Context: an optimization exercise on an open-source flow, tuned for small area, a short achievable clock period and few clock cycles. The choices shown serve that exercise and are no tape-out recipe.

==> module chip, before the edit <==
module chip #(
    parameter int IN_BYTES  = 7,
    parameter int OUT_BYTES = 6
)(
    input wire clk,
    input wire rst_n,
    input wire in_valid,
    output reg in_ready,
    input  wire [7:0] in_data,
    output reg out_valid,
    input wire out_ready,
    output reg [7:0] out_data
);
    function automatic [7:0] crc8_upd(input [7:0] c, input [7:0] b);
        reg [7:0] t;
        integer i;
        begin
            t = c ^ b;
            for (i = 0; i < 8; i = i + 1)
                t = t[7] ? ((t << 1) ^ 8'h07) : (t << 1);
            crc8_upd = t;
        end
    endfunction
    function automatic [3:0] lshift10(input [9:0] v);
        integer j;
        begin
            lshift10 = 4'd9;
            for (j = 0; j < 10; j = j + 1)
                if (v[j]) lshift10 = 4'd9 - j[3:0];
        end
    endfunction
    reg [2:0] icnt;      
    reg [7:0] din;       
    reg       acc_r;     
    reg [7:0] P;         
    reg       sg;        
    reg       dv;        
    reg       dfirst;    
    reg [9:0] S;         
    reg [7:0] Y;         
    reg [7:0] Z;         
    reg [7:0] crc_i;     
    reg       pok;       
    reg       full;      
    localparam [2:0] O_LOAD = 3'd0, O_B0 = 3'd1, O_B1 = 3'd2, O_B2 = 3'd3,
                     O_B3 = 3'd4, O_B4 = 3'd5, O_B5 = 3'd6, O_IDLE = 3'd7;
    reg [2:0] ost;
    reg       lat;       
    reg [3:0] m;         
    reg [7:0] crc_o;     
    wire accept = in_valid & in_ready;
    wire ovalid = (ost != O_LOAD) && (ost != O_IDLE);    
    wire fire   = ovalid & out_ready;
    wire k0   = (icnt == 3'd1);
    wire k1   = (icnt == 3'd2);
    wire k4   = (icnt == 3'd5);
    wire k5   = (icnt == 3'd6);
    wire k6   = (icnt == 3'd0);
    wire kodd = (icnt == 3'd2) || (icnt == 3'd4) || (icnt == 3'd6);
    wire       zpair = k5;
    wire [8:0] tsum  = {P[7], P} + {~din[7], ~din} + {8'd0, ~zpair};
    wire [8:0] dnew  = tsum ^ {9{zpair}};
    wire [9:0] s_base = dfirst ? 10'd0 : S;
    wire [9:0] s_new  = s_base + {2'b00, P ^ {8{sg}}} + {9'd0, sg};
    wire [7:0] crc_i_new = crc8_upd(k0 ? 8'h00 : crc_i, din);
    wire       proc6     = acc_r && k6;
    wire ost_end  = ost[2] & ost[1];                        
    wire latch_ok = full && !lat && ost_end;
    wire go       = (lat || latch_ok) && (ost == O_IDLE || (ost == O_B5 && out_ready));
    wire       use_z = ~ost[2] & ost[1];                    
    wire       hi    = ~ost[2] & ~ost[0];                   
    wire [7:0] v     = use_z ? Z : Y;
    wire        ok    = ~(m[3] & (m[2] | m[1]));
    wire [17:0] lres  = {8'd0, v[7], v[7], v} << m;
    wire [7:0]  vbyte = hi ? {{7{v[7] & ok}}, lres[9]} : lres[8:1];
    wire [7:0]  crc_o_new = crc8_upd((ost == O_LOAD) ? 8'h00 : crc_o, vbyte);
    wire [2:0] icnt_inc = (icnt == 3'd6) ? 3'd0 : icnt + 3'd1;
    wire [2:0] icnt_n   = accept ? icnt_inc : icnt;
    wire       full_n   = (full & ~latch_ok) | proc6;
    wire       lat_n    = (lat | latch_ok) & ~go;
    wire [2:0] ost_n    = go ? O_LOAD : (ost == O_LOAD || fire) ? ost + 3'd1 : ost;
    wire on_byte  = (icnt == 3'd1) || (icnt == 3'd4) || (icnt == 3'd6);    
    wire pre_byte = (icnt == 3'd0) || (icnt == 3'd3) || (icnt == 3'd5);    
    wire t1 = (icnt == 3'd0) || (icnt == 3'd1);
    wire t4 = (icnt == 3'd3) || (icnt == 3'd4);
    wire       go0    = (lat || latch_ok) && (ost == O_IDLE);
    wire       go1    = (lat || latch_ok) && ost_end;
    wire       lat_n0 = (lat | latch_ok) & ~go0;
    wire       lat_n1 = (lat | latch_ok) & ~go1;
    wire [2:0] ost_n0 = go0 ? O_LOAD : (ost == O_LOAD) ? O_B0 : ost;
    wire [2:0] ost_n1 = go1 ? O_LOAD : (ost == O_LOAD || ovalid) ? ost + 3'd1 : ost;
    function automatic cond(input ty1, input ty4, input fl, input lt, input [2:0] os);
        if (ty1)      cond = ~fl | (~lt & os[2] & os[1]);    
        else if (ty4) cond = ~lt & (os[2] | os[1]);           
        else          cond = ~lt & os[2];                     
    endfunction
    wire c0 = cond(t1, t4, full_n, lat_n0, ost_n0);
    wire c1 = cond(t1, t4, full_n, lat_n1, ost_n1);
    wire c  = out_ready ? c1 : c0;
    wire ready_n = c | ~(on_byte | pre_byte) | (on_byte & accept) | (pre_byte & ~accept);
    always @(posedge clk) begin
        din <= in_data;
        if (!rst_n) begin
            icnt      <= 3'd0;
            acc_r     <= 1'b0;
            dv        <= 1'b0;
            full      <= 1'b0;
            lat       <= 1'b0;
            ost       <= O_IDLE;
            out_valid <= 1'b0;
            in_ready  <= 1'b1;
        end else begin
            icnt     <= icnt_n;
            acc_r    <= accept;
            full     <= full_n;
            lat      <= lat_n;
            ost      <= ost_n;
            in_ready <= ready_n;
            dv       <= acc_r & kodd;
            if (ost == O_LOAD) out_valid <= 1'b1;
            else if (fire && ost == O_B5) out_valid <= 1'b0;
        end
        if (acc_r) begin
            crc_i <= crc_i_new;
            if (k6) pok <= (crc_i_new == 8'h00);
            if (kodd) begin
                P      <= dnew[7:0];
                sg     <= dnew[8];
                dfirst <= k1;
            end else begin
                P      <= din;
            end
            if (k4) Y <= P;
            if (k6) Z <= P;
        end
        if (dv) S <= s_new;
        if (latch_ok) begin
            m  <= pok ? lshift10(S) : 4'd15;
        end
        if (ost == O_LOAD) begin
            out_data <= vbyte;
            crc_o    <= crc_o_new;
        end else if (fire) begin
            case (ost)
                O_B0, O_B1, O_B2: out_data <= vbyte;
                O_B3:             out_data <= crc_o;
                O_B4:             out_data <= ok ? 8'h01 : 8'h02;
                default:          ;
            endcase
            if (ost == O_B0 || ost == O_B1 || ost == O_B2) crc_o <= crc_o_new;
        end
    end
endmodule
clock: 10.0 ns
lec_check: 0
cap_margin: 20
core_margin: 2
core_utilization: 65
cts_buf_list: sky130_fd_sc_hd__clkbuf_4 sky130_fd_sc_hd__clkbuf_8
slew_margin: 20
standard.sh (not shown) runs the stock make flow with config.mk's settings and CLKGATE_MAP_FILE= SYNTH_SCRIPT=/design/flow/synth_recipe.tcl, a recipe that flattens the netlist after the stock synthesis.
==> flow/flow/run.sh <==
#!/bin/bash
# Standard ORFS layout (the standard.sh: unchanged synthesis, floorplan,
# power grid, placement, CTS and routing) with a tighter setup target for the
# timing repair steps, so that the resizer also shortens paths that already
# meet the 10 ns clock. The constraints (constraint.sdc) are not changed.
# make's full output goes to standard_make.log; each ORFS step keeps its own
# log under orfs/logs/.
set -euo pipefail
bash standard.sh SETUP_SLACK_MARGIN=7.0 "BUFFER_PORTS_ARGS=-buffer_cell sky130_fd_sc_hd__buf_1" "CTS_ARGS=-sink_clustering_enable -repair_clock_nets -dont_use_dummy_load -buf_list {sky130_fd_sc_hd__clkbuf_4 sky130_fd_sc_hd__clkbuf_8}" finish > standard_make.log 2>&1
The first run completed without violations.
Change:
--- a/flow/design.v
+++ b/flow/design.v
@@ -46,8 +46,9 @@
                      O_B3 = 3'd4, O_B4 = 3'd5, O_B5 = 3'd6, O_IDLE = 3'd7;
     reg [2:0] ost;
     reg       lat;       
     reg [3:0] m;         
+    reg       ok;
     reg [7:0] crc_o;     
     wire accept = in_valid & in_ready;
     wire ovalid = (ost != O_LOAD) && (ost != O_IDLE);    
     wire fire   = ovalid & out_ready;
@@ -69,11 +70,10 @@
     wire go       = (lat || latch_ok) && (ost == O_IDLE || (ost == O_B5 && out_ready));
     wire       use_z = ~ost[2] & ost[1];                    
     wire       hi    = ~ost[2] & ~ost[0];                   
     wire [7:0] v     = use_z ? Z : Y;
-    wire        ok    = ~(m[3] & (m[2] | m[1]));
-    wire [17:0] lres  = {8'd0, v[7], v[7], v} << m;
-    wire [7:0]  vbyte = hi ? {{7{v[7] & ok}}, lres[9]} : lres[8:1];
+    wire [17:0] lres = {8'd0, v[7], v[7], v} << m;
+    wire [7:0]  vbyte = ~ok ? 8'h00 : hi ? {{7{v[7]}}, lres[9]} : lres[8:1];
     wire [7:0]  crc_o_new = crc8_upd((ost == O_LOAD) ? 8'h00 : crc_o, vbyte);
     wire [2:0] icnt_inc = (icnt == 3'd6) ? 3'd0 : icnt + 3'd1;
     wire [2:0] icnt_n   = accept ? icnt_inc : icnt;
     wire       full_n   = (full & ~latch_ok) | proc6;
@@ -134,9 +134,10 @@
             if (k6) Z <= P;
         end
         if (dv) S <= s_new;
         if (latch_ok) begin
-            m  <= pok ? lshift10(S) : 4'd15;
+            m  <= lshift10(S);
+            ok <= pok;
         end
         if (ost == O_LOAD) begin
             out_data <= vbyte;
             crc_o    <= crc_o_new;
=>
- clock-buffer cell count does not change
- first-iteration DRC count shrinks by roughly a tenth
- sequential share of layout area climbs by 0.77 points
- final area goes down slightly
- final cell count came out lower slightly
No run of this note included a check of the RTL's function; only the layout flow was run.

## static timing again, ports no longer ideal
The results above use ideal ports. As a check the final layouts listed here were re-extracted and re-timed, cells and wires unchanged.
Step 1 (the two cells are an assumption about what drives the block):
set clk [get_ports {clk}]
set_driving_cell -lib_cell sky130_fd_sc_hd__clkbuf_16 $clk
set_driving_cell -lib_cell sky130_fd_sc_hd__buf_2 [delete_from_list [all_inputs] $clk]
Step 2 moves the port delays by t, midway between the first and last clock arrival at a register: inputs arrive t later, outputs are due t later. That takes back most of the time a late clock gives input paths.
Three values: ideal, step 1, step 2; two values: the first two.
| run | t, ns | setup WS [ns] | worst hold slack (ns) | clock arrival spread, ns |
|---|---|---|---|---|
| the first run | 0.386 | 7.071 / 7.073 / 6.687 | 0.521 / 0.521 / 0.521 | 0.027 / 0.027 |
| the second run | 0.370 | 7.082 / 7.092 / 6.722 | 0.415 / 0.415 / 0.415 | 0.027 / 0.028 |
After both steps setup and hold are still met in every run listed. The setup slack of the first run, which loses most, moves by +0.002 ns with the drivers and by -0.384 ns with both steps.
